From an optimization exercise on the open Yosys and OpenROAD flow, aimed at small area and a short achievable clock period; shortcuts taken in it are not production practice. Function was checked by simulation only, so behaviour that the tests miss may differ from the original. The clock input has no modelled driver; a real chip could not lean on it and would need a root buffer or a full tree. No activity file was given, so power comes from the tool's default toggle rates.

==> flow/design.v, too long to show whole: its modules and the start of the top module <==
// module csa_fa: 7 lines
// module g_xor2: 3 lines
// module g_xnor2: 3 lines
// module g_maj3: 3 lines
// module g_or2: 3 lines
// module csa_ffa: 9 lines
// module csa_han: 7 lines
// module mini_cnn: 988 lines
module mini_cnn (
    input         clk,
    input         reset,
    input  [7:0]  pxl_in,
    input  [7:0]  k00, k01, k02,
    input  [7:0]  k10, k11, k12,
    input  [7:0]  k20, k21, k22,
    input  [15:0] w0, w1, w2, w3,
    input  [15:0] bias,
    output [15:0] pool_out,
    output [15:0] fc_out,
    output reg    out_valid
);
  // ...
==> flow/flow/run.sh <==
#!/bin/bash
# Standard ORFS layout, except that the port buffers are the smallest buffer
# (buf_1) instead of the resizer's default choice.
set -uo pipefail
bash standard.sh synth > synth.log 2>&1 || exit 1
bash standard.sh "BUFFER_PORTS_ARGS=-buffer_cell sky130_fd_sc_hd__buf_1" finish > layout.log 2>&1 || exit 1
==> flow/standard.sh <==
#!/bin/bash
# synth_recipe.tcl (not shown) runs the flow's synth.tcl, then flattens the netlist and writes it again
# the make line also repeats each setting of config.mk as NAME=value (left out here)
make -C /OpenROAD-flow-scripts/flow DESIGN_CONFIG=/design/flow/config.mk WORK_HOME=/design/flow/orfs CLKGATE_MAP_FILE= SYNTH_SCRIPT=/design/flow/synth_recipe.tcl "${@:-finish}"
==> flow/config.mk <==
export PLATFORM = sky130hd
export DESIGN_NAME = mini_cnn
export DESIGN_NICKNAME = mini_cnn
export VERILOG_FILES = /design/flow/design.v
export SDC_FILE = /design/flow/constraint.sdc
export NUM_CORES = 4
export LEC_CHECK = 0
export CAP_MARGIN = 50
export CORE_MARGIN = 2
export CORE_UTILIZATION = 65
export CTS_BUF_LIST = sky130_fd_sc_hd__clkbuf_8 sky130_fd_sc_hd__clkbuf_16
export CTS_CLUSTER_DIAMETER = 60
export CTS_CLUSTER_SIZE = 30
export SLEW_MARGIN = 70
export SYNTH_HIERARCHICAL = 1
export SYNTH_MINIMUM_KEEP_SIZE = 0
==> flow/constraint.sdc <==
create_clock -name core_clock -period 13.0 [get_ports {clk}]
set_input_delay 2.6000 -clock core_clock [delete_from_list [all_inputs] [get_ports {clk}]]
set_output_delay 2.6000 -clock core_clock [all_outputs]
set_load 0.01 [all_outputs]
==> metrics.yaml, run 1 <==
outcome:
  outcome: "no timing/DRC/antenna violations"
place:
  io_buffers: 193
  placed_cells: 2139
route:
  routedWlPerCell_microns: 19.5
  dr_wl_met3_mm: 3.28
  detail-route-antenna-nets: 0
  drt-met1-wl_mm: 17.7
  drt_iter0_drc: 1129
cells_and_area:
  buffer_area_share_pct: 4.21
  multi_input_area_share_pct: 54.2
  clock_buffers: 26
cts:
  insertion_delay_ns: 0.57
synth:
  syn_area_sq_mm: 0.0177
die:
  chipHeight_microns: 169
  dieArea_sq_mm: 0.0286
  core_sq_mm: 0.0269
timing:
  hold_violations: 0
  setup_violations: 0
  post-route-period-util_pct: 28.8
pwr:
  switching_share_pct: 42.5
  p_switching_mw: 2.35
worst_setup_path:
  slowest_stage: "edfxtp_1"
  path_delay_family: "flip-flops"
  cp_slowest_stage_delay_ns: 0.42
  crit_path_cell_trace: "buf_1"
global_routing:
  antenna_found_initial: 2
hold_path:
  min_path_type: "flop to flop"
==> run 2, diff against run 1 <==
--- a/flow/design.v
+++ b/flow/design.v
@@ -335,23 +335,23 @@
     wire ac13 = nacc_c[13] | initB;
     wire as14 = nacc_s[14] | initB;
     wire ac14 = nacc_c[14] | initB;
     wire as15 = nacc_s[15] | initB;
     wire ac15 = nacc_c[15] | initB;
     wire cb1, cb2;
     csa_han u_cb1 (pp0_0_5, pp0_1_4, cb1, cb2);
     wire cb3, cb4;
-    csa_fa u_cb3 (pp0_0_6, pp0_1_5, pp0_2_4, cb3, cb4);
+    csa_ffa u_cb3 (pp0_0_6, pp0_1_5, pp0_2_4, cb3, cb4);
     wire cb5, cb6;
-    csa_fa u_cb5 (pp0_3_3, pp0_4_2, pp0_5_1, cb5, cb6);
+    csa_ffa u_cb5 (pp0_3_3, pp0_4_2, pp0_5_1, cb5, cb6);
     wire cb7, cb8;
     csa_han u_cb7 (pp0_6_0, pp1_0_6, cb7, cb8);
     wire cb9, cb10;
-    csa_fa u_cb9 (pp0_0_7, pp0_1_6, pp0_2_5, cb9, cb10);
+    csa_ffa u_cb9 (pp0_0_7, pp0_1_6, pp0_2_5, cb9, cb10);
     wire cb11, cb12;
     csa_ffa u_cb11 (pp0_3_4, pp0_4_3, pp0_5_2, cb11, cb12);
     wire cb13, cb14;
     csa_ffa u_cb13 (pp0_6_1, pp0_7_0, pp1_0_7, cb13, cb14);
     wire cb15, cb16;
     csa_ffa u_cb15 (pp1_1_6, pp1_2_5, pp1_3_4, cb15, cb16);
     wire cb17, cb18;
     csa_fa u_cb17 (pp1_4_3, pp1_5_2, pp1_6_1, cb17, cb18);
@@ -409,39 +409,39 @@
     csa_fa u_cb69 (pp2_2_5, pp2_3_4, pp2_4_3, cb69, cb70);
     wire cb71, cb72;
     csa_fa u_cb71 (pp2_5_2, pp2_6_1, pp2_7_0, cb71, cb72);
     wire cb73, cb74;
     csa_fa u_cb73 (as7, ac7, cb8, cb73, cb74);
     wire cb75, cb76;
     csa_ffa u_cb75 (cb4, cb6, cb9, cb75, cb76);
     wire cb77, cb78;
-    csa_fa u_cb77 (cb11, cb13, cb15, cb77, cb78);
+    csa_ffa u_cb77 (cb11, cb13, cb15, cb77, cb78);
     wire cb79, cb80;
     csa_fa u_cb79 (pp2_1_7, pp2_2_6, pp2_3_5, cb79, cb80);
     wire cb81, cb82;
     csa_fa u_cb81 (pp2_4_4, pp2_5_3, pp2_6_2, cb81, cb82);
     wire cb83, cb84;
     csa_fa u_cb83 (pp2_7_1, as8, ac8, cb83, cb84);
     wire cb85, cb86;
     csa_ffa u_cb85 (cb27, cb10, cb12, cb85, cb86);
     wire cb87, cb88;
     csa_ffa u_cb87 (cb14, cb16, cb18, cb87, cb88);
     wire cb89, cb90;
-    csa_fa u_cb89 (cb19, cb21, cb23, cb89, cb90);
+    csa_ffa u_cb89 (cb19, cb21, cb23, cb89, cb90);
     wire cb91, cb92;
     csa_fa u_cb91 (pp1_5_4, pp1_6_3, pp1_7_2, cb91, cb92);
     wire cb93, cb94;
     csa_fa u_cb93 (pp2_2_7, pp2_3_6, pp2_4_5, cb93, cb94);
     wire cb95, cb96;
     csa_fa u_cb95 (pp2_5_4, pp2_6_3, pp2_7_2, cb95, cb96);
     wire cb97, cb98;
     csa_fa u_cb97 (as9, ac9, cb28, cb97, cb98);
     wire cb99, cb100;
-    csa_fa u_cb99 (cb20, cb22, cb24, cb99, cb100);
+    csa_ffa u_cb99 (cb20, cb22, cb24, cb99, cb100);
     wire cb101, cb102;
     csa_fa u_cb101 (cb26, cb29, cb31, cb101, cb102);
     wire cb103, cb104;
     csa_fa u_cb103 (pp0_5_5, pp0_6_4, pp0_7_3, cb103, cb104);
     wire cb105, cb106;
     csa_fa u_cb105 (pp1_3_7, pp1_4_6, pp1_5_5, cb105, cb106);
     wire cb107, cb108;
     csa_fa u_cb107 (pp1_6_4, pp1_7_3, pp2_3_7, cb107, cb108);
@@ -485,31 +485,31 @@
     csa_fa u_cb145 (cb44, cb40, cb42, cb145, cb146);
     wire cb147, cb148;
     csa_fa u_cb147 (cb45, cb47, cb49, cb147, cb148);
     wire cb149, cb150;
     csa_fa u_cb149 (cb54, cb46, cb48, cb149, cb150);
     wire cb151, cb152;
     csa_fa u_cb151 (cb50, cb52, cb55, cb151, cb152);
     wire cb153, cb154;
-    csa_fa u_cb153 (cb57, cb59, cb61, cb153, cb154);
+    csa_ffa u_cb153 (cb57, cb59, cb61, cb153, cb154);
     wire cb155, cb156;
     csa_fa u_cb155 (cb63, cb3, cb5, cb155, cb156);
     wire cb157, cb158;
     csa_fa u_cb157 (cb56, cb58, cb60, cb157, cb158);
     wire cb159, cb160;
     csa_fa u_cb159 (cb62, cb64, cb67, cb159, cb160);
     wire cb161, cb162;
-    csa_fa u_cb161 (cb69, cb71, cb17, cb161, cb162);
+    csa_ffa u_cb161 (cb69, cb71, cb17, cb161, cb162);
     wire cb163, cb164;
     csa_ffa u_cb163 (cb73, cb66, cb75, cb163, cb164);
     wire cb165, cb166;
     csa_fa u_cb165 (cb68, cb70, cb72, cb165, cb166);
     wire cb167, cb168;
-    csa_fa u_cb167 (cb79, cb81, cb83, cb167, cb168);
+    csa_ffa u_cb167 (cb79, cb81, cb83, cb167, cb168);
     wire cb169, cb170;
     csa_ffa u_cb169 (cb25, cb74, cb85, cb169, cb170);
     wire cb171, cb172;
     csa_ffa u_cb171 (cb87, cb76, cb78, cb171, cb172);
     wire cb173, cb174;
     csa_fa u_cb173 (cb80, cb82, cb84, cb173, cb174);
     wire cb175, cb176;
     csa_fa u_cb175 (cb91, cb93, cb95, cb175, cb176);
@@ -533,17 +533,17 @@
     csa_fa u_cb193 (cb110, cb112, cb115, cb193, cb194);
     wire cb195, cb196;
     csa_fa u_cb195 (cb117, cb119, cb121, cb195, cb196);
     wire cb197, cb198;
     csa_fa u_cb197 (pp1_5_7, pp1_6_6, pp1_7_5, cb197, cb198);
     wire cb199, cb200;
     csa_fa u_cb199 (pp2_5_7, pp2_6_6, pp2_7_5, cb199, cb200);
     wire cb201, cb202;
-    csa_fa u_cb201 (as12, ac12, cb116, cb201, cb202);
+    csa_ffa u_cb201 (as12, ac12, cb116, cb201, cb202);
     wire cb203, cb204;
     csa_fa u_cb203 (cb118, cb120, cb122, cb203, cb204);
     wire cb205, cb206;
     csa_fa u_cb205 (pp0_6_7, pp0_7_6, pp1_6_7, cb205, cb206);
     wire cb207, cb208;
     csa_fa u_cb207 (pp1_7_6, pp2_6_7, pp2_7_6, cb207, cb208);
     wire cb209, cb210;
     csa_fa u_cb209 (pp0_0_1, pp0_1_0, pp1_0_1, cb209, cb210);
@@ -571,43 +571,43 @@
     csa_ffa u_cb231 (cb143, cb145, cb147, cb231, cb232);
     wire cb233, cb234;
     csa_fa u_cb233 (cb142, cb65, cb144, cb233, cb234);
     wire cb235, cb236;
     csa_ffa u_cb235 (cb146, cb149, cb151, cb235, cb236);
     wire cb237, cb238;
     csa_ffa u_cb237 (cb148, cb153, cb155, cb237, cb238);
     wire cb239, cb240;
-    csa_fa u_cb239 (cb150, cb157, cb159, cb239, cb240);
+    csa_ffa u_cb239 (cb150, cb157, cb159, cb239, cb240);
     wire cb241, cb242;
-    csa_fa u_cb241 (cb152, cb154, cb156, cb241, cb242);
+    csa_ffa u_cb241 (cb152, cb154, cb156, cb241, cb242);
     wire cb243, cb244;
     csa_ffa u_cb243 (cb161, cb77, cb163, cb243, cb244);
     wire cb245, cb246;
     csa_fa u_cb245 (cb158, cb165, cb160, cb245, cb246);
     wire cb247, cb248;
     csa_fa u_cb247 (cb162, cb167, cb89, cb247, cb248);
     wire cb249, cb250;
     csa_ffa u_cb249 (cb169, cb164, cb171, cb249, cb250);
     wire cb251, cb252;
-    csa_fa u_cb251 (cb166, cb173, cb168, cb251, cb252);
+    csa_ffa u_cb251 (cb166, cb173, cb168, cb251, cb252);
     wire cb253, cb254;
     csa_ffa u_cb253 (cb175, cb101, cb177, cb253, cb254);
     wire cb255, cb256;
     csa_ffa u_cb255 (cb170, cb172, cb179, cb255, cb256);
     wire cb257, cb258;
-    csa_fa u_cb257 (cb174, cb181, cb102, cb257, cb258);
+    csa_ffa u_cb257 (cb174, cb181, cb102, cb257, cb258);
     wire cb259, cb260;
-    csa_fa u_cb259 (cb176, cb183, cb185, cb259, cb260);
+    csa_ffa u_cb259 (cb176, cb183, cb185, cb259, cb260);
     wire cb261, cb262;
     csa_ffa u_cb261 (cb178, cb187, cb180, cb261, cb262);
     wire cb263, cb264;
     csa_fa u_cb263 (cb189, cb114, cb182, cb263, cb264);
     wire cb265, cb266;
-    csa_fa u_cb265 (cb191, cb193, cb184, cb265, cb266);
+    csa_ffa u_cb265 (cb191, cb193, cb184, cb265, cb266);
     wire cb267, cb268;
     csa_ffa u_cb267 (cb186, cb195, cb188, cb267, cb268);
     wire cb269, cb270;
     csa_fa u_cb269 (cb197, cb199, cb123, cb269, cb270);
     wire cb271, cb272;
     csa_ffa u_cb271 (cb201, cb190, cb192, cb271, cb272);
     wire cb273, cb274;
     csa_fa u_cb273 (cb203, cb194, cb196, cb273, cb274);
@@ -639,27 +639,27 @@
     csa_fa u_cb299 (cb216, cb218, cb220, cb299, cb300);
     wire cb301, cb302;
     csa_fa u_cb301 (cb221, cb223, cb225, cb301, cb302);
     wire cb303, cb304;
     csa_fa u_cb303 (cb222, cb227, cb224, cb303, cb304);
     wire cb305, cb306;
     csa_fa u_cb305 (cb229, cb226, cb231, cb305, cb306);
     wire cb307, cb308;
-    csa_fa u_cb307 (cb228, cb230, cb233, cb307, cb308);
+    csa_ffa u_cb307 (cb228, cb230, cb233, cb307, cb308);
     wire cb309, cb310;
     csa_fa u_cb309 (cb235, cb232, cb237, cb309, cb310);
     wire cb311, cb312;
     csa_ffa u_cb311 (cb234, cb236, cb239, cb311, cb312);
     wire cb313, cb314;
     csa_fa u_cb313 (cb241, cb238, cb243, cb313, cb314);
     wire cb315, cb316;
     csa_ffa u_cb315 (cb240, cb242, cb245, cb315, cb316);
     wire cb317, cb318;
-    csa_fa u_cb317 (cb247, cb244, cb249, cb317, cb318);
+    csa_ffa u_cb317 (cb247, cb244, cb249, cb317, cb318);
     wire cb319, cb320;
     csa_ffa u_cb319 (cb246, cb251, cb248, cb319, cb320);
     wire cb321, cb322;
     csa_ffa u_cb321 (cb253, cb250, cb255, cb321, cb322);
     wire cb323, cb324;
     csa_ffa u_cb323 (cb252, cb257, cb259, cb323, cb324);
     wire cb325, cb326;
     csa_fa u_cb325 (cb254, cb256, cb261, cb325, cb326);
@@ -669,17 +669,17 @@
     csa_ffa u_cb329 (cb260, cb267, cb262, cb329, cb330);
     wire cb331, cb332;
     csa_fa u_cb331 (cb269, cb271, cb264, cb331, cb332);
     wire cb333, cb334;
     csa_ffa u_cb333 (cb266, cb273, cb268, cb333, cb334);
     wire cb335, cb336;
     csa_fa u_cb335 (cb275, cb277, cb270, cb335, cb336);
     wire cb337, cb338;
-    csa_fa u_cb337 (cb272, cb279, cb274, cb337, cb338);
+    csa_ffa u_cb337 (cb272, cb279, cb274, cb337, cb338);
     wire cb339, cb340;
     csa_fa u_cb339 (cb208, cb281, cb283, cb339, cb340);
     wire cb341, cb342;
     csa_fa u_cb341 (cb276, cb278, cb280, cb341, cb342);
     wire cb343, cb344;
     csa_fa u_cb343 (as15, ac15, cb282, cb343, cb344);
     wire cb345, cb346;
     csa_han u_cb345 (pp2_0_0, as0, cb345, cb346);
@@ -723,33 +723,33 @@
     csa_fa u_cb383 (cb350, cb297, cb351, cb383, cb384);
     wire cb385, cb386;
     csa_fa u_cb385 (cb352, cb301, cb353, cb385, cb386);
     wire cb387, cb388;
     csa_fa u_cb387 (cb305, cb354, cb355, cb387, cb388);
     wire cb389, cb390;
     csa_fa u_cb389 (cb356, cb309, cb357, cb389, cb390);
     wire cb391, cb392;
-    csa_fa u_cb391 (cb313, cb358, cb359, cb391, cb392);
+    csa_ffa u_cb391 (cb313, cb358, cb359, cb391, cb392);
     wire cb393, cb394;
     csa_ffa u_cb393 (cb317, cb360, cb361, cb393, cb394);
     wire cb395, cb396;
     csa_ffa u_cb395 (cb362, cb321, cb363, cb395, cb396);
     wire cb397, cb398;
     csa_ffa u_cb397 (cb325, cb365, cb364, cb397, cb398);
     wire cb399, cb400;
     csa_ffa u_cb399 (cb326, cb367, cb366, cb399, cb400);
     wire cb401, cb402;
     csa_ffa u_cb401 (cb330, cb369, cb368, cb401, cb402);
     wire cb403, cb404;
     csa_ffa u_cb403 (cb334, cb371, cb370, cb403, cb404);
     wire cb405, cb406;
     csa_ffa u_cb405 (cb338, cb373, cb372, cb405, cb406);
     wire cb407, cb408;
-    csa_fa u_cb407 (cb375, cb342, cb374, cb407, cb408);
+    csa_ffa u_cb407 (cb375, cb342, cb374, cb407, cb408);
     wire [15:0] nb_s = {cb407, cb405, cb403, cb401, cb399, cb397, cb395, cb393, cb391, cb389, cb387, cb385, cb383, cb381, cb379, cb377};
     wire [15:0] nb_c = {cb406, cb404, cb402, cb400, cb398, cb396, cb394, cb392, cb390, cb388, cb386, cb384, cb382, cb380, cb378, cb285};
     always @(posedge clk) begin
         nacc_s <= nb_s;
         nacc_c <= nb_c;
     end
     wire [15:0] S = ~(nacc_s + nacc_c + 16'd1);
     wire [14:0] relu = S[15] ? 15'd0 : S[14:0];
@@ -903,67 +903,67 @@
     wire fp4_14 = ~(wd[4] & dsh[10]);
     wire fp4_15 = ~(wd[4] & dsh[11]);
     wire fp5_15 = ~(wd[5] & dsh[10]);
     wire cf1, cf2;
     csa_han u_cf1 (fp0_15, fp1_15, cf1, cf2);
     wire cf3, cf4;
     csa_han u_cf3 (fp0_3, fp1_3, cf3, cf4);
     wire cf5, cf6;
-    csa_fa u_cf5 (fp0_4, fp1_4, fp2_4, cf5, cf6);
+    csa_ffa u_cf5 (fp0_4, fp1_4, fp2_4, cf5, cf6);
     wire cf7, cf8;
     csa_han u_cf7 (fp3_4, fp4_4, cf7, cf8);
     wire cf9, cf10;
-    csa_fa u_cf9 (fp0_5, fp1_5, fp2_5, cf9, cf10);
+    csa_ffa u_cf9 (fp0_5, fp1_5, fp2_5, cf9, cf10);
     wire cf11, cf12;
     csa_fa u_cf11 (fp3_5, fp4_5, fb5, cf11, cf12);
     wire cf13, cf14;
-    csa_fa u_cf13 (fp0_6, fp1_6, fp2_6, cf13, cf14);
+    csa_ffa u_cf13 (fp0_6, fp1_6, fp2_6, cf13, cf14);
     wire cf15, cf16;
     csa_ffa u_cf15 (fp3_6, fp4_6, fb6, cf15, cf16);
     wire cf17, cf18;
-    csa_fa u_cf17 (fp0_7, fp1_7, fp2_7, cf17, cf18);
+    csa_ffa u_cf17 (fp0_7, fp1_7, fp2_7, cf17, cf18);
     wire cf19, cf20;
     csa_ffa u_cf19 (fp3_7, fp4_7, fb7, cf19, cf20);
     wire cf21, cf22;
-    csa_fa u_cf21 (fp0_8, fp1_8, fp2_8, cf21, cf22);
+    csa_ffa u_cf21 (fp0_8, fp1_8, fp2_8, cf21, cf22);
     wire cf23, cf24;
     csa_ffa u_cf23 (fp3_8, fp4_8, fb8, cf23, cf24);
     wire cf25, cf26;
-    csa_fa u_cf25 (fp0_9, fp1_9, fp2_9, cf25, cf26);
+    csa_ffa u_cf25 (fp0_9, fp1_9, fp2_9, cf25, cf26);
     wire cf27, cf28;
     csa_ffa u_cf27 (fp3_9, fp4_9, fb9, cf27, cf28);
     wire cf29, cf30;
-    csa_fa u_cf29 (fp0_10, fp1_10, fp2_10, cf29, cf30);
+    csa_ffa u_cf29 (fp0_10, fp1_10, fp2_10, cf29, cf30);
     wire cf31, cf32;
     csa_ffa u_cf31 (fp3_10, fp4_10, fb10, cf31, cf32);
     wire cf33, cf34;
-    csa_fa u_cf33 (fp0_11, fp1_11, fp2_11, cf33, cf34);
+    csa_ffa u_cf33 (fp0_11, fp1_11, fp2_11, cf33, cf34);
     wire cf35, cf36;
     csa_ffa u_cf35 (fp3_11, fp4_11, fb11, cf35, cf36);
     wire cf37, cf38;
-    csa_fa u_cf37 (fp0_12, fp1_12, fp2_12, cf37, cf38);
+    csa_ffa u_cf37 (fp0_12, fp1_12, fp2_12, cf37, cf38);
     wire cf39, cf40;
     csa_ffa u_cf39 (fp3_12, fp4_12, fb12, cf39, cf40);
     wire cf41, cf42;
-    csa_fa u_cf41 (fp0_13, fp1_13, fp2_13, cf41, cf42);
+    csa_ffa u_cf41 (fp0_13, fp1_13, fp2_13, cf41, cf42);
     wire cf43, cf44;
     csa_ffa u_cf43 (fp3_13, fp4_13, fb13, cf43, cf44);
     wire cf45, cf46;
-    csa_fa u_cf45 (fp0_14, fp1_14, fp2_14, cf45, cf46);
+    csa_ffa u_cf45 (fp0_14, fp1_14, fp2_14, cf45, cf46);
     wire cf47, cf48;
     csa_ffa u_cf47 (fp3_14, fp4_14, fb14, cf47, cf48);
     wire cf49, cf50;
     csa_fa u_cf49 (fp2_15, fp3_15, fp4_15, cf49, cf50);
     wire cf51, cf52;
-    csa_fa u_cf51 (fp5_15, fb15, cf1, cf51, cf52);
+    csa_ffa u_cf51 (fp5_15, fb15, cf1, cf51, cf52);
     wire cf53, cf54;
     csa_han u_cf53 (fp0_2, fp1_2, cf53, cf54);
     wire cf55, cf56;
-    csa_fa u_cf55 (fp2_3, fp3_3, fb3, cf55, cf56);
+    csa_ffa u_cf55 (fp2_3, fp3_3, fb3, cf55, cf56);
     wire cf57, cf58;
     csa_fa u_cf57 (fb4, cf7, cf4, cf57, cf58);
     wire cf59, cf60;
     csa_ffa u_cf59 (cf8, cf6, cf9, cf59, cf60);
     wire cf61, cf62;
     csa_ffa u_cf61 (cf10, cf13, cf15, cf61, cf62);
     wire cf63, cf64;
     csa_ffa u_cf63 (cf14, cf17, cf19, cf63, cf64);
@@ -977,17 +977,17 @@
     csa_ffa u_cf71 (cf30, cf33, cf35, cf71, cf72);
     wire cf73, cf74;
     csa_ffa u_cf73 (cf34, cf37, cf39, cf73, cf74);
     wire cf75, cf76;
     csa_ffa u_cf75 (cf38, cf41, cf43, cf75, cf76);
     wire cf77, cf78;
     csa_ffa u_cf77 (cf42, cf45, cf47, cf77, cf78);
     wire cf79, cf80;
-    csa_fa u_cf79 (cf46, cf49, cf48, cf79, cf80);
+    csa_ffa u_cf79 (cf46, cf49, cf48, cf79, cf80);
     wire cf81, cf82;
     csa_han u_cf81 (fp0_1, fp1_1, cf81, cf82);
     wire cf83, cf84;
     csa_fa u_cf83 (fp2_2, fb2, cf53, cf83, cf84);
     wire cf85, cf86;
     csa_fa u_cf85 (cf3, cf54, cf55, cf85, cf86);
     wire cf87, cf88;
     csa_ffa u_cf87 (cf5, cf56, cf57, cf87, cf88);
==> flow/flow/run.sh (replaced) <==
#!/bin/bash
# The standard ORFS layout with three changes:
#  - port buffers are the smallest buffer (buf_1),
#  - clock tree synthesis without dummy loads,
#  - after clock tree synthesis the tree's root buffer is removed, so the clock
#    port drives the tree's two first-level buffers directly (flow/noroot.tcl).
# Each tool's output goes to its own log here.
set -uo pipefail
bash standard.sh synth > synth.log 2>&1 || exit 1
CTS="-sink_clustering_enable -repair_clock_nets -sink_clustering_size 30 -sink_clustering_max_diameter 60"
CTS="$CTS -buf_list {sky130_fd_sc_hd__clkbuf_8 sky130_fd_sc_hd__clkbuf_16} -dont_use_dummy_load"
bash standard.sh "BUFFER_PORTS_ARGS=-buffer_cell sky130_fd_sc_hd__buf_1" \
  "CTS_ARGS=$CTS" "POST_CTS_TCL=$PWD/flow/noroot.tcl" finish > layout.log 2>&1 || exit 1
==> flow/flow/noroot.tcl (new file) <==
# Drop the clock tree's root buffer: the clock port then drives the tree's
# first-level buffers (two of them) directly.
set block [ord::get_db_block]
set clk [[$block findBTerm clk] getNet]
set roots {}
foreach it [$clk getITerms] { if {[$it isInputSignal]} { lappend roots [$it getInst] } }
if {[llength $roots] == 1} {
  set root [lindex $roots 0]
  set rn [[$root findITerm X] getNet]
  set loads {}
  foreach it [$rn getITerms] { if {[$it isInputSignal]} { lappend loads $it } }
  if {[llength $loads] <= 4} {
    foreach it $loads { $it disconnect; $it connect $clk }
    [$root findITerm A] disconnect
    odb::dbInst_destroy $root
    odb::dbNet_destroy $rn
    puts "noroot: removed [$root getName], clock port now drives [llength $loads] buffers"
  }
}
==> metrics.yaml, run 2 <==
route:
  routedWlPerCell_microns: 19.0  # -2.3%
  first_pass_iters: 6
  drcViolationCount: 0
  vias: 13200
  vias_per_cell: 5.82
  drt_iter0_drc: 1101  # -2.5%
  totalWireLength_mm: 43.1
  detail-route-antenna-nets: 0  # unchanged
pwr:
  leakagePower_nw: 7.41
  peakVddDrop_mv: 0.180
  p_per_area_mw_per_mm2: 271
synth:
  avgSynthCellArea_sq_um: 10.3
  yosys_warnings: 8
  syn_area_sq_mm: 0.0180  # +1.5%
  syn-num-nets: 2089
  synthCells: 1744
timing:
  setup_tns_ns: 0
  post-route-period-util_pct: 27.5  # -1.3 points
  skew_ns: 0.0741
  fin_ws_ns: 9.43
  hold_violations: 0  # unchanged
  max_freq_mhz: 280
  rsz0062_at_grt: "no"
  drv_slew: 0
  period_needed_ns: 3.57
  whs_ns: 0.262
  setup_violations: 0  # unchanged
place:
  place_congestion: 0.908
  post-place-ws_ns: 9.22
  io_buffers: 193  # unchanged
  hpwl_mm: 33.5
worst_setup_path:
  start_kind: "flop"
  critPathKind: "flop to output pin"
  cp_slowest_stage_delay_ns: 0.43  # about the same
  path_max_fanout: 2
  slowest_stage: "edfxtp_1"
  required_ns: 10.40
  critPathCaptureType: "output pin"
  path_delay_family: "flip-flops"
  path_buf_inv: 1
  cp.arrival_ns: 0.97
  r2r_setup_slack_ns: 9.43
  crit_path_cell_trace: "buf_1"
cells_and_area:
  layout-drive-gt1-share_pct: 13.0
  fill_cells: 2011
  largest_reg_flops: 160
  final_common_cell: "nand2_1"
  syn2layout_area_growth_pct: 9.65
  top_register: "sr"
  fin_util_pct: 72.9
  nets: 2237
  mostFrequentLayoutCells: "nand2_1, dfxtp_1, xor2_1"
global_routing:
  grt_max_degree: 33
  grt_pass1_wl_mm: 68.4
  grt.overflow.total: 0
  antenna_found_initial: 2  # unchanged
  track_usage_pct: 30.0
  grt_pass1_vias: 13400
cts:
  insertion_delay_ns: 0.44  # -0.13 ns
  clock_sinks: 319
  clk_pin_slew_ns: 0.09
die:
  rows: 60
  die_w_microns: 170
  start_util_pct: 66.5
  dieArea_sq_mm: 0.0291  # +1.5%
  io_pins: 195
  core_sq_mm: 0.0271  # +0.84%
  chipHeight_microns: 170  # +0.75%
outcome:
  outcome: "no timing/DRC/antenna violations"
hold_path:
  min_path_type: "flop to flop"
job:
  max-cap-violations: 0
-- run 2: layout make-up --
cell class                 instances  area, sq um  share of cell area, %
sequential                       319         6620                   33.5
inverter                          52          195                  0.988
timing repair buffer             212          838                   4.24
multi-input combinational       1283        11000                   55.8
clock buffer                      24          601                   3.04
tap                              372          465                   2.36
antenna                            2         5.00                 0.0253
-- run 2: where the power goes --
part | switching [mW] | leakage (nW) | internal, mW
combinational | 1.80 | 4.38 | 1.58
sequential | 0.131 | 2.73 | 1.20
clock | 0.312 | 0.296 | 0.324
total | 2.24 | 7.41 | 3.10
-- run 2: path summary, 6_finish.rpt --
path	endpoint	from	depth (start not counted)
worst min-delay path	sr[20][6]$_DFF_P_	sr[19][6]$_DFF_P_	0
worst max register to register	nacc_s[10]$_DFF_P_	pa1[2]$_DFF_P_	11
worst min register to register	sr[20][6]$_DFF_P_	sr[19][6]$_DFF_P_	0
max in group asynchronous	ph[4]$_DFF_PP1_	reset	2
min in group asynchronous	ph[2]$_DFF_PP0_	reset	2
worst max-delay path	pool_out[14]	flop	1
-- run 2: stage by stage --
stage               power (mW)  instances  cell area, sq um
floorplan                 4.09       1744             18000
global placement          4.61       2224             18900
finish                    5.35       2264             19700
detailed placement        4.73       2238             19100
global route              5.82       2264             19700
-- run 2: routing by layer --
metal	part of all wire, %	wire, microns	track usage, %	up-vias
met5	0	0	0	-
met4	3.1	1320	10.1	0
met3	8.3	3570	4.95	99
met2	47	20400	51.6	598
met1	41	17800	38.6	6327
li1	-	-	-	6152
==> run 3, diff against run 2 <==
--- a/flow/flow/run.sh
+++ b/flow/flow/run.sh
@@ -4,5 +4,6 @@
 #  - clock tree synthesis without dummy loads,
 #  - after clock tree synthesis the tree's root buffer is removed, so the clock
-#    port drives the tree's two first-level buffers directly (flow/noroot.tcl).
+#    port drives the tree's two first-level buffers directly (flow/noroot.tcl),
+#    and the multiplier operand flops get drive strength 2 (flow/upsize.tcl).
 # Each tool's output goes to its own log here.
 set -uo pipefail
@@ -11,3 +12,3 @@
 CTS="$CTS -buf_list {sky130_fd_sc_hd__clkbuf_8 sky130_fd_sc_hd__clkbuf_16} -dont_use_dummy_load"
 bash standard.sh "BUFFER_PORTS_ARGS=-buffer_cell sky130_fd_sc_hd__buf_1" \
-  "CTS_ARGS=$CTS" "POST_CTS_TCL=$PWD/flow/noroot.tcl" finish > layout.log 2>&1 || exit 1
+  "CTS_ARGS=$CTS" "POST_CTS_TCL=$PWD/flow/post_cts.tcl" finish > layout.log 2>&1 || exit 1
==> flow/flow/post_cts.tcl (new file) <==
# Run after clock tree synthesis (ORFS POST_CTS_TCL hook).
set here [file dirname [info script]]
source $here/noroot.tcl
source $here/upsize.tcl
==> flow/flow/upsize.tcl (new file) <==
set n 0
foreach c [get_cells -quiet {pa* ka*}] {
  if {[get_property [get_lib_cells -of_objects $c] name] eq "sky130_fd_sc_hd__dfxtp_1"} {
    replace_cell $c sky130_fd_sc_hd__dfxtp_2
    incr n
  }
}
puts "upsize: $n stage-A flops to dfxtp_2"
if {$n > 0} {
  detailed_placement
  estimate_parasitics -placement
}
--- a/flow/config.mk
+++ b/flow/config.mk
@@ -6,5 +6,5 @@
 export NUM_CORES = 4
 export LEC_CHECK = 0
-export CAP_MARGIN = 50
+export CAP_MARGIN = 20
 export CORE_MARGIN = 2
 export CORE_UTILIZATION = 65
@@ -12,5 +12,5 @@
 export CTS_CLUSTER_DIAMETER = 60
 export CTS_CLUSTER_SIZE = 30
-export SLEW_MARGIN = 70
+export SLEW_MARGIN = 40
 export SYNTH_HIERARCHICAL = 1
 export SYNTH_MINIMUM_KEEP_SIZE = 0
==> metrics.yaml, run 3 <==
pwr:
  p_per_area_mw_per_mm2: 272  # +0.64%
  p_total_mw: 5.35  # about the same
  peakVddDrop_mv: 0.183  # +1.9%
  leakagePower_nw: 7.34  # -0.91%
timing:
  max_freq_mhz: 279  # -0.31%
  post-route-period-util_pct: 27.6  # +0.086 points
  setup_tns_ns: 0  # unchanged
  skew_ns: 0.0812  # +0.00718 ns
  setup_violations: 0  # unchanged
  period_needed_ns: 3.58  # +0.0111 ns
  whs_ns: 0.268  # +0.00686 ns
  drv_slew: 0  # unchanged
  worst_slew_pin_slew_ns: 0.795
  hold_violations: 0  # unchanged
  rsz0062_at_grt: "no"
  slew_headroom_pct: 47.0
die:
  die_w_microns: 170  # unchanged
  chipHeight_microns: 170  # unchanged
  core_sq_mm: 0.0271  # unchanged
  io_pins: 195  # unchanged
  dieArea_sq_mm: 0.0291  # unchanged
  start_util_pct: 66.5  # unchanged
  rows: 60  # unchanged
place:
  placed_area_sq_mm: 0.0190  # -0.68%
  io_buffers: 193  # unchanged
  hpwl_mm: 33.4  # -0.50%
  place_congestion: 0.908  # unchanged
cells_and_area:
  multiInputGateArea_sq_mm: 0.0110  # -0.62%
  nets: 2225  # -0.54%
  layout-drive-gt1-share_pct: 13.0  # -0.023 points
  seqCellArea_sq_mm: 0.00664  # +0.23%
  final_common_cell: "nand2_1"
  mostFrequentLayoutCells: "nand2_1, dfxtp_1, xor2_1"
  largest_reg_flops: 160  # unchanged
  syn2layout_area_growth_pct: 8.93
  top_register: "sr"
  fill_cells: 2048  # +1.8%
  stdcell_area_sq_mm: 0.0196  # -0.66%
synth:
  avgSynthCellArea_sq_um: 10.3  # unchanged
  yosys_warnings: 8  # unchanged
  syn-num-nets: 2089  # unchanged
  synthCells: 1744  # unchanged
  syn_area_sq_mm: 0.0180  # unchanged
global_routing:
  grt.overflow.total: 0  # unchanged
  grt_max_degree: 33  # unchanged
  grt_pass1_vias: 13300  # -0.29%
  grt_pass1_wl_mm: 68.8  # +0.61%
  track_usage_pct: 30.2  # +0.21 points
  antenna_found_initial: 2  # unchanged
hold_path:
  min_path_type: "flop to flop"
worst_setup_path:
  slowest_stage: "edfxtp_1"
  cp_slowest_stage_delay_ns: 0.45  # +0.02 ns
  cp.arrival_ns: 0.98  # about the same
  critPathCaptureType: "output pin"
  critPathKind: "flop to output pin"
  path_max_fanout: 2  # unchanged
  required_ns: 10.40  # about the same
  path_delay_family: "flip-flops"
  start_kind: "flop"
  crit_path_cell_trace: "buf_1"
  path_buf_inv: 1  # unchanged
route:
  drt_iter0_drc: 1279  # +16%
  routedWlPerCell_microns: 19.1  # +0.50%
  vias: 13100  # -0.59%
  first_pass_iters: 6  # unchanged
  detail-route-antenna-nets: 0  # unchanged
  drcViolationCount: 0  # unchanged
  totalWireLength_mm: 43.1  # about the same
  vias_per_cell: 5.81  # -0.11%
outcome:
  outcome: "no timing/DRC/antenna violations"
cts:
  insertion_delay_ns: 0.44  # about the same
  clk_pin_slew_ns: 0.08  # about the same
  clock_sinks: 319  # unchanged
job:
  max-cap-violations: 0  # unchanged
==> run 3: stage by stage <==
| stage | utilization [%] | setup slack, ns | cells |
|---|---|---|---|
| floorplan | - | 9.70 | 1744 |
| global placement | 69.9 | 9.15 | 2224 |
| detailed placement | 70.0 | 9.09 | 2227 |
| global route | 72.4 | 9.21 | 2252 |
| finish | 72.4 | 9.42 | 2253 |
==> run 3: metal layers <==
metal | track usage, % | up-vias | wire length, microns
met3 | 4.30 | 70 | 3070
met4 | 8.66 | 0 | 1060
li1 | - | 6143 | -
met5 | 0 | - | 0
met1 | 39.8 | 6307 | 18300
met2 | 52.1 | 578 | 20600
==> run 3: cell type report <==
class	count	area share (%)
multi-input cells	1283	55.8
flip-flops and latches	319	33.8
repair buffers	201	4.00
clock buffers	23	2.93
well taps	372	2.37
inverters	52	0.995
diodes	3	0.0383
==> run 3: final timing paths <==
path | from | endpoint | slack (ns) | cells after the start
worst min register to register | sr[19][6]$_DFF_P_ | sr[20][6]$_DFF_P_ | 0.27 | 0
worst min-delay path | sr[19][6]$_DFF_P_ | sr[20][6]$_DFF_P_ | 0.27 | 0
worst max register to register | wd[0]$_DFF_P_ | acc_fc[13]$_DFF_P_ | 9.43 | 11
min in group asynchronous | reset | ph[0]$_DFF_PP0_ | 2.09 | 2
worst max-delay path | flop | pool_out[14] | 9.42 | 1
max in group asynchronous | reset | ph[4]$_DFF_PP1_ | 10.64 | 2
==> run 3: where the power goes <==
group	leakage [nW]	internal, mW	switching (mW)	total, mW
registers	2.73	1.20	0.128	1.33
logic	4.33	1.58	1.82	3.40
clock network	0.283	0.310	0.308	0.619
total	7.34	3.09	2.25	5.35
==> run 4, diff against run 3 <==
--- a/flow/config.mk
+++ b/flow/config.mk
@@ -6,5 +6,5 @@
 export NUM_CORES = 4
 export LEC_CHECK = 0
-export CAP_MARGIN = 20
+export CAP_MARGIN = 50
 export CORE_MARGIN = 2
 export CORE_UTILIZATION = 65
@@ -12,5 +12,5 @@
 export CTS_CLUSTER_DIAMETER = 60
 export CTS_CLUSTER_SIZE = 30
-export SLEW_MARGIN = 40
+export SLEW_MARGIN = 70
 export SYNTH_HIERARCHICAL = 1
 export SYNTH_MINIMUM_KEEP_SIZE = 0
==> metrics.yaml, run 4 <==
outcome:
  outcome: "no timing/DRC/antenna violations"
pwr:
  seq_power_share_pct: 24.9  # about the same
  peakVddDrop_mv: 0.179  # -2.2%
  power.share.clock_pct: 11.9  # +0.3 points
  p_per_area_mw_per_mm2: 270  # -0.79%
  p_total_mw: 5.35  # about the same
  p_comb_share_pct: 63.3  # -0.3 points
  switching_share_pct: 41.9  # -0.19 points
  internal-power_mw: 3.10  # +0.38%
  leakagePower_nw: 7.41  # +0.92%
  p_switching_mw: 2.24  # -0.41%
die:
  rows: 60  # unchanged
  core_sq_mm: 0.0271  # unchanged
  die_w_microns: 170  # unchanged
  chipHeight_microns: 170  # unchanged
  dieArea_sq_mm: 0.0291  # unchanged
  io_pins: 195  # unchanged
  start_util_pct: 66.5  # unchanged
route:
  routedWlPerCell_microns: 19.0  # -0.55%
  first_pass_iters: 7  # +1
  drcViolationCount: 0  # unchanged
  drt_iter0_drc: 1085  # -15%
  detail-route-antenna-nets: 0  # unchanged
  totalWireLength_mm: 43.1  # about the same
  vias: 13200  # +0.85%
  vias_per_cell: 5.83  # +0.36%
cts:
  clk_pin_slew_ns: 0.09  # about the same
  clock_sinks: 319  # unchanged
  insertion_delay_ns: 0.44  # about the same
global_routing:
  grt.overflow.total: 0  # unchanged
  grt_max_degree: 33  # unchanged
  antenna_found_initial: 2  # unchanged
  grt_pass1_vias: 13400  # +0.44%
  track_usage_pct: 30.0  # -0.17 points
  grt_pass1_wl_mm: 68.5  # -0.46%
job:
  max-cap-violations: 0  # unchanged
cells_and_area:
  mostFrequentLayoutCells: "nand2_1, dfxtp_1, xor2_1"
  syn2layout_area_growth_pct: 9.84
  top_register: "sr"
  fill_cells: 2006  # -2.1%
  largest_reg_flops: 160  # unchanged
  final_common_cell: "nand2_1"
  nets: 2237  # +0.54%
  layout-drive-gt1-share_pct: 14.5  # +1.5 points
worst_setup_path:
  critPathCaptureType: "output pin"
  cp_slowest_stage_delay_ns: 0.43  # -0.02 ns
  crit_path_cell_trace: "buf_1"
  slowest_stage: "edfxtp_1"
  required_ns: 10.40  # about the same
  critPathKind: "flop to output pin"
  cp.arrival_ns: 0.97  # about the same
  path_max_fanout: 2  # unchanged
  path_delay_family: "flip-flops"
  path_buf_inv: 1  # unchanged
  start_kind: "flop"
synth:
  syn-num-nets: 2089  # unchanged
  syn_area_sq_mm: 0.0180  # unchanged
  yosys_warnings: 8  # unchanged
  avgSynthCellArea_sq_um: 10.3  # unchanged
  synthCells: 1744  # unchanged
hold_path:
  min_path_type: "flop to flop"
timing:
  post-route-period-util_pct: 27.5  # -0.085 points
  setup_violations: 0  # unchanged
  hold_violations: 0  # unchanged
  rsz0062_at_grt: "no"
  setup_tns_ns: 0  # unchanged
  period_needed_ns: 3.57  # -0.0111 ns
  skew_ns: 0.0730  # -0.00822 ns
  fin_ws_ns: 9.43  # +0.0111 ns
  max_freq_mhz: 280  # +0.31%
  drv_slew: 0  # unchanged
place:
  io_buffers: 193  # unchanged
  place_congestion: 0.908  # unchanged
  post-place-ws_ns: 9.22  # +0.131 ns
  hpwl_mm: 33.5  # +0.50%
## run 4: routing by layer
layer / part of all wire, % / track usage (%) / vias up / routed length (microns)
met5: 0 / 0 / - / 0
met1: 41 / 38.8 / 6312 / 17700
li1: - / - / 6153 / -
met3: 8.2 / 4.86 / 107 / 3520
met4: 3.2 / 10.1 / 0 / 1360
met2: 47 / 51.6 / 637 / 20400
## run 4: final timing paths
path	from	to	slack, ns	cells past startpoint
max	flop	pool_out[14]	9.43	1
max reg2reg	pa1[2]$_DFF_P_	nacc_s[10]$_DFF_P_	9.56	11
min	sr[19][6]$_DFF_P_	sr[20][6]$_DFF_P_	0.26	0
max in group asynchronous	reset	ph[4]$_DFF_PP1_	10.64	2
min reg2reg	sr[19][6]$_DFF_P_	sr[20][6]$_DFF_P_	0.26	0
min in group asynchronous	reset	ph[2]$_DFF_PP0_	2.09	2
## run 4: cell type report
type / count / area, sq um / share of cell area, %
Antenna cell: 2 / 5.00 / 0.0253
Clock buffer: 24 / 601 / 3.04
Inverter: 52 / 195 / 0.987
Multi-Input combinational cell: 1283 / 11000 / 55.7
Sequential cell: 319 / 6660 / 33.6
Tap cell: 372 / 465 / 2.35
Timing Repair Buffer: 212 / 838 / 4.24
## run 4: metrics by stage
| stage | util [%] | instance area, sq um | hold slack, ns | instances |
|---|---|---|---|---|
| 2_1_floorplan | - | 18000 | 0.310 | 1744 |
| 3_3_place_gp | 69.9 | 18900 | 0.310 | 2224 |
| 3_5_place_dp | 70.5 | 19100 | 0.312 | 2238 |
| 5_1_grt | 73.0 | 19800 | 0.258 | 2264 |
| 6_report | 73.0 | 19800 | 0.262 | 2264 |
## run 4: power by group through the flow
stage	sequential, mW	combinational, mW	clock [mW]
2_1_floorplan	1.30	2.79	0
3_3_place_gp	1.34	3.27	0
3_5_place_dp	1.35	3.38	0
5_1_grt	1.35	3.80	0.678
6_report	1.33	3.38	0.634
==> run 5, diff against run 4 <==
--- a/flow/flow/run.sh
+++ b/flow/flow/run.sh
@@ -1,4 +1,4 @@
 #!/bin/bash
-# The standard ORFS layout with three changes:
+# The standard ORFS layout with these changes:
 #  - port buffers are the smallest buffer (buf_1),
 #  - clock tree synthesis without dummy loads,
==> metrics.yaml, run 5 <==
worst_setup_path:
  cp_num_cells: 1  # unchanged
  required_ns: 10.40  # about the same
  critPathKind: "flop to output pin"
  slowest_stage: "edfxtp_1"
  crit_path_cell_trace: "buf_1"
  cp.arrival_ns: 0.97  # about the same
  path_max_fanout: 2  # unchanged
  r2r_setup_slack_ns: 9.56  # about the same
  r2r-end: "nacc_s[10]$_DFF_P_"
  crit-reg2reg-launch: "pa1[2]$_DFF_P_"
  cp-endpoint: "pool_out[14]"
  critPathCaptureType: "output pin"
  path_delay_family: "flip-flops"
  ff2ff_path_depth: 11  # unchanged
  path_buf_inv: 1  # unchanged
  start_kind: "flop"
  cp_slowest_stage_delay_ns: 0.43  # about the same
pwr:
  p_total_mw: 5.35  # unchanged
  peakVddDrop_mv: 0.179  # unchanged
  internal-power_mw: 3.10  # unchanged
  seq_power_share_pct: 24.9  # about the same
  p_per_area_mw_per_mm2: 270  # unchanged
  p_switching_mw: 2.24  # unchanged
  p_comb_share_pct: 63.3  # about the same
  leakagePower_nw: 7.41  # unchanged
  power.share.clock_pct: 11.9  # about the same
  switching_share_pct: 41.9  # unchanged
synth:
  synthCells: 1744  # unchanged
  avgSynthCellArea_sq_um: 10.3  # unchanged
  yosys_warnings: 8  # unchanged
  syn_area_sq_mm: 0.0180  # unchanged
  syn-num-nets: 2089  # unchanged
cells_and_area:
  layout-drive-gt1-share_pct: 14.5  # unchanged
  nets: 2237  # unchanged
  mostFrequentLayoutCells: "nand2_1, dfxtp_1, xor2_1"
  largest_reg_flops: 160  # unchanged
  final_common_cell: "nand2_1"
  fin_util_pct: 73.0  # unchanged
  syn2layout_area_growth_pct: 9.84  # unchanged
  top_register: "sr"
  stdcell_area_sq_mm: 0.0198  # unchanged
  fill_cells: 2006  # unchanged
timing:
  drv_slew: 0  # unchanged
  rsz0062_at_grt: "no"
  whs_ns: 0.262  # unchanged
  period_needed_ns: 3.57  # unchanged
  setup_violations: 0  # unchanged
  setup_tns_ns: 0  # unchanged
  post-route-period-util_pct: 27.5  # unchanged
  hold_violations: 0  # unchanged
  skew_ns: 0.0730  # unchanged
  max_freq_mhz: 280  # unchanged
place:
  io_buffers: 193  # unchanged
  hpwl_mm: 33.5  # unchanged
  place_congestion: 0.908  # unchanged
  placed_area_sq_mm: 0.0191  # unchanged
die:
  die_w_microns: 170  # unchanged
  rows: 60  # unchanged
  dieArea_sq_mm: 0.0291  # unchanged
  start_util_pct: 66.5  # unchanged
  chipHeight_microns: 170  # unchanged
  io_pins: 195  # unchanged
  core_sq_mm: 0.0271  # unchanged
global_routing:
  grt_pass1_wl_mm: 68.5  # unchanged
  grt_pass1_vias: 13400  # unchanged
  grt_max_degree: 33  # unchanged
  antenna_found_initial: 2  # unchanged
  track_usage_pct: 30.0  # unchanged
  grt.overflow.total: 0  # unchanged
cts:
  clk_pin_slew_ns: 0.09  # about the same
  insertion_delay_ns: 0.44  # about the same
  clock_sinks: 319  # unchanged
outcome:
  outcome: "no timing/DRC/antenna violations"
hold_path:
  min_path_type: "flop to flop"
route:
  drt_iter0_drc: 1085  # unchanged
  detail-route-antenna-nets: 0  # unchanged
  vias_per_cell: 5.83  # unchanged
  first_pass_iters: 7  # unchanged
  totalWireLength_mm: 43.1  # unchanged
  drcViolationCount: 0  # unchanged
  routedWlPerCell_microns: 19.0  # unchanged
  vias: 13200  # unchanged
job:
  max-cap-violations: 0  # unchanged
==> run 5: cell type report <==
cell class | instances | area, sq um | share of cell area, %
clock buffers | 24 | 601 | 3.04
inverters | 52 | 195 | 0.987
well taps | 372 | 465 | 2.35
repair buffers | 212 | 838 | 4.24
flip-flops and latches | 319 | 6660 | 33.6
diodes | 2 | 5.00 | 0.0253
multi-input cells | 1283 | 11000 | 55.7
==> run 5: how the worst min path moves through the flow <==
stage,cells past startpoint,slack (ns),startpoint,to
floorplan,0,0.31,sr[17][0]$_DFF_P_,sr[18][0]$_DFF_P_
global placement,0,0.31,sr[17][1]$_DFF_P_,sr[18][1]$_DFF_P_
detailed placement,0,0.31,sr[17][7]$_DFF_P_,sr[18][7]$_DFF_P_
global route,0,0.26,sr[19][6]$_DFF_P_,sr[20][6]$_DFF_P_
finish,0,0.26,sr[19][6]$_DFF_P_,sr[20][6]$_DFF_P_
==> run 5: power by group through the flow <==
stage | Sequential (mW) | Clock [mW] | Combinational (mW)
2_1_floorplan | 1.30 | 0 | 2.79
3_3_place_gp | 1.34 | 0 | 3.27
3_5_place_dp | 1.35 | 0 | 3.38
5_1_grt | 1.35 | 0.678 | 3.80
6_report | 1.33 | 0.634 | 3.38
==> run 5: layer usage <==
layer  track usage [%]  share of wire, %  wire length, microns
met1              38.8                41                 17700
met2              51.6                47                 20400
met3              4.86               8.2                  3520
met4              10.1               3.2                  1360
met5                 0                 0                     0
==> run 5: through the flow <==
stage          instances  setup WS [ns]
2_1_floorplan       1744           9.70
3_3_place_gp        2224           9.15
5_1_grt             2264           9.30
3_5_place_dp        2238           9.22
6_report            2264           9.43
==> run 6, diff against run 5 <==
--- a/flow/flow/run.sh
+++ b/flow/flow/run.sh
@@ -4,6 +4,9 @@
 #  - clock tree synthesis without dummy loads,
 #  - after clock tree synthesis the tree's root buffer is removed, so the clock
-#    port drives the tree's two first-level buffers directly (flow/noroot.tcl),
-#    and the multiplier operand flops get drive strength 2 (flow/upsize.tcl).
+#    port drives the tree's first-level buffers directly (flow/noroot.tcl), and
+#    each of these is split in two, so that the port drives four buffers, each
+#    driving the nearer half of the leaf buffers (flow/split.tcl),
+#  - the multiplier operand flops get drive strength 2 (flow/upsize.tcl),
+#  - the output port buffers get drive strength 2 (flow/outbuf.tcl).
 # Each tool's output goes to its own log here.
 set -uo pipefail
==> flow/flow/outbuf.tcl (new file) <==
# Output port buffers: drive strength 2.
set n 0
foreach bt [[ord::get_db_block] getBTerms] {
  if {[$bt getIoType] ne "OUTPUT"} continue
  set net [$bt getNet]
  foreach it [$net getITerms] {
    if {[$it isOutputSignal] && [[[$it getInst] getMaster] getName] eq "sky130_fd_sc_hd__buf_1"} {
      replace_cell [get_cells [[$it getInst] getName]] sky130_fd_sc_hd__buf_2
      incr n
    }
  }
}
puts "outbuf: $n output buffers to buf_2"
if {$n > 0} { detailed_placement; estimate_parasitics -placement }
==> flow/flow/post_cts.tcl (replaced) <==
# Run after clock tree synthesis (ORFS POST_CTS_TCL hook).
set here [file dirname [info script]]
source $here/noroot.tcl
source $here/split.tcl
source $here/upsize.tcl
source $here/outbuf.tcl
==> flow/flow/split.tcl (new file) <==
set block [ord::get_db_block]
set clk [[$block findBTerm clk] getNet]
set mids {}
foreach it [$clk getITerms] { if {[$it isInputSignal]} { lappend mids [$it getInst] } }
if {[llength $mids] == 2} {
  set made 0
  foreach m $mids {
    set out [[$m findITerm X] getNet]
    set loads {}
    foreach it [$out getITerms] { if {[$it isInputSignal]} { lappend loads $it } }
    if {[llength $loads] < 4} continue
    set xs {}; set ys {}
    foreach it $loads { lassign [[$it getInst] getLocation] x y; lappend xs $x; lappend ys $y }
    set sx [expr {[tcl::mathfunc::max {*}$xs] - [tcl::mathfunc::min {*}$xs]}]
    set sy [expr {[tcl::mathfunc::max {*}$ys] - [tcl::mathfunc::min {*}$ys]}]
    set idx [expr {$sx >= $sy ? 0 : 1}]
    set keyed {}
    foreach it $loads { lappend keyed [list [lindex [[$it getInst] getLocation] $idx] $it] }
    set keyed [lsort -integer -index 0 $keyed]
    set half [expr {[llength $keyed] / 2}]
    set first [lrange $keyed 0 [expr {$half - 1}]]
    set second [lrange $keyed $half end]
    set name "[$m getName]_split"
    set nb [odb::dbInst_create $block [$m getMaster] $name]
    set nn [odb::dbNet_create $block "${name}_net"]
    $nn setSigType CLOCK
    [$nb findITerm A] connect $clk
    [$nb findITerm X] connect $nn
    set cx 0; set cy 0
    foreach e $second { set it [lindex $e 1]; $it disconnect; $it connect $nn
      lassign [[$it getInst] getLocation] x y; set cx [expr {$cx + $x}]; set cy [expr {$cy + $y}] }
    set n2 [llength $second]
    $nb setLocation [expr {$cx / $n2}] [expr {$cy / $n2}]
    $nb setPlacementStatus PLACED
    set cx 0; set cy 0
    foreach e $first { lassign [[[lindex $e 1] getInst] getLocation] x y; set cx [expr {$cx + $x}]; set cy [expr {$cy + $y}] }
    set n1 [llength $first]
    $m setLocation [expr {$cx / $n1}] [expr {$cy / $n1}]
    incr made
  }
  if {$made} {
    global_connect
    detailed_placement
    estimate_parasitics -placement
  }
  puts "split: clock port now drives [expr {2 + $made}] buffers"
}
==> metrics.yaml, run 6 <==
outcome:
  outcome: "no timing/DRC/antenna violations"
die:
  die_w_microns: 170  # unchanged
  io_pins: 195  # unchanged
  start_util_pct: 66.5  # unchanged
  dieArea_sq_mm: 0.0291  # unchanged
  rows: 60  # unchanged
  core_sq_mm: 0.0271  # unchanged
  chipHeight_microns: 170  # unchanged
cells_and_area:
  layout-drive-gt1-share_pct: 16.3  # +1.8 points
  fin_cells: 2265  # +0.044%
  fill_cells: 2005  # -0.050%
  mostFrequentLayoutCells: "nand2_1, dfxtp_1, xor2_1"
  nets: 2239  # +0.089%
  top_register: "sr"
  syn2layout_area_growth_pct: 10.3
  final_common_cell: "nand2_1"
  largest_reg_flops: 160  # unchanged
global_routing:
  grt.overflow.total: 0  # unchanged
  track_usage_pct: 30.5  # +0.49 points
  grt_pass1_wl_mm: 69.2  # +1.1%
  grt_pass1_vias: 13400  # +0.12%
  antenna_found_initial: 1  # -1
  grt_max_degree: 33  # unchanged
synth:
  yosys_warnings: 8  # unchanged
  synthCells: 1744  # unchanged
  avgSynthCellArea_sq_um: 10.3  # unchanged
  syn_area_sq_mm: 0.0180  # unchanged
  syn-num-nets: 2089  # unchanged
timing:
  period_needed_ns: 3.52  # -0.0526 ns
  drv_slew: 0  # unchanged
  rsz0062_at_grt: "no"
  hold_violations: 0  # unchanged
  max_freq_mhz: 284  # +1.5%
  setup_tns_ns: 0  # unchanged
  setup_violations: 0  # unchanged
  skew_ns: 0.0609  # -0.0121 ns
  post-route-period-util_pct: 27.1  # -0.40 points
  whs_ns: 0.260  # -0.00137 ns
cts:
  clock_sinks: 319  # unchanged
  insertion_delay_ns: 0.34  # -0.10 ns
  clk_pin_slew_ns: 0.09  # about the same
place:
  placed_cells: 2238  # unchanged
  io_buffers: 193  # unchanged
  place_congestion: 0.908  # unchanged
  hpwl_mm: 33.5  # unchanged
job:
  max-cap-violations: 0  # unchanged
route:
  vias: 13200  # -0.091%
  routedWlPerCell_microns: 19.2  # +0.80%
  drcViolationCount: 0  # unchanged
  totalWireLength_mm: 43.4  # +0.85%
  first_pass_iters: 6  # -1
  drt_iter0_drc: 1120  # +3.2%
  vias_per_cell: 5.83  # -0.13%
  detail-route-antenna-nets: 0  # unchanged
worst_setup_path:
  start_kind: "flop"
  cp_slowest_stage_delay_ns: 0.44  # about the same
  crit_path_cell_trace: "buf_2"
  path_buf_inv: 1  # unchanged
  required_ns: 10.40  # about the same
  path_max_fanout: 2  # unchanged
  slowest_stage: "edfxtp_1"
  critPathKind: "flop to output pin"
  path_delay_family: "flip-flops"
  cp.arrival_ns: 0.92  # -0.05 ns
  critPathCaptureType: "output pin"
hold_path:
  min_path_type: "flop to flop"
pwr:
  peakVddDrop_mv: 0.181  # +0.78%
  leakagePower_nw: 7.53  # +1.6%
  p_per_area_mw_per_mm2: 271  # +0.26%
[run 6: report_power, final]
part,switching (mW),internal [mW]
Combinational,1.80,1.59
Sequential,0.129,1.20
Clock,0.310,0.354
[run 6: final cells by class, without the clock buffers]
class	instances	area, sq um	share of cell area [%]
diodes	1	2.50	0.0126
well taps	372	465	2.34
plain buffers	2	50.0	0.252
flip-flops and latches	319	6660	33.5
repair buffers	212	878	4.42
inverters	52	195	0.982
multi-input cells	1283	11000	55.5
[run 6: final timing paths]
path / start / to / slack [ns] / cells after the start
setup / recovery: flop / pool_out[14] / 9.48 / 1
hold / removal: sr[19][6]$_DFF_P_ / sr[20][6]$_DFF_P_ / 0.26 / 0
setup reg to reg: pa1[2]$_DFF_P_ / nacc_s[10]$_DFF_P_ / 9.60 / 11
hold reg to reg: sr[19][6]$_DFF_P_ / sr[20][6]$_DFF_P_ / 0.26 / 0
max in group asynchronous: reset / ph[4]$_DFF_PP1_ / 10.56 / 2
min in group asynchronous: reset / ph[1]$_DFF_PP0_ / 2.17 / 2
[run 6: through the flow]
stage / cell area (sq um) / power, mW / worst slack (ns) / utilization [%]
floorplan: 18000 / 4.09 / 9.70 / -
global placement: 18900 / 4.61 / 9.15 / 69.9
detailed placement: 19100 / 4.73 / 9.22 / 70.5
global route: 19900 / 5.86 / 9.33 / 73.3
finish: 19900 / 5.39 / 9.48 / 73.3
[run 6: per-layer routing]
layer,part of all wire [%],up-vias,track usage [%]
met5,0,-,0
met4,2.4,0,9.51
met3,7.7,75,4.40
met2,48,611,53.2
met1,42,6356,39.4
li1,-,6155,-

-- separate check: timing with driven ports --
Ports are ideal in the flow. The routed layouts listed here were re-timed in OpenROAD.
Step 1: set_driving_cell puts a clkbuf_16 on clk and a buf_2 on each other input, an assumption about the parent block.
Step 2 also shifts input and output timing later by t, the mid clock arrival at the registers, as if the neighbouring blocks saw the same clock.
Three values: ideal ports, drivers, drivers and shift; two values: the first two.
run	t, ns	setup slack, ns	slew at the worst register clock pin (ns)	worst slew at a driven data input, ns	cell pins on the clock port's net
run 1	0.603	9.262 / 9.212 / 9.230	0.10 / 0.10	0.09	1
run 2	0.473	9.427 / 9.359 / 9.155	0.10 / 0.10	0.08	2
run 3	0.468	9.416 / 9.351 / 9.058	0.10 / 0.10	0.09	2
run 4	0.473	9.427 / 9.359 / 9.162	0.10 / 0.10	0.08	2
run 5	0.473	9.427 / 9.359 / 9.162	0.10 / 0.10	0.08	2
run 6	0.422	9.480 / 9.368 / 9.170	0.10 / 0.10	0.08	4
After both steps setup and hold are still met in every run listed. The setup slack of run 3, which loses most, moves by -0.065 ns with the drivers and by -0.358 ns with both steps.
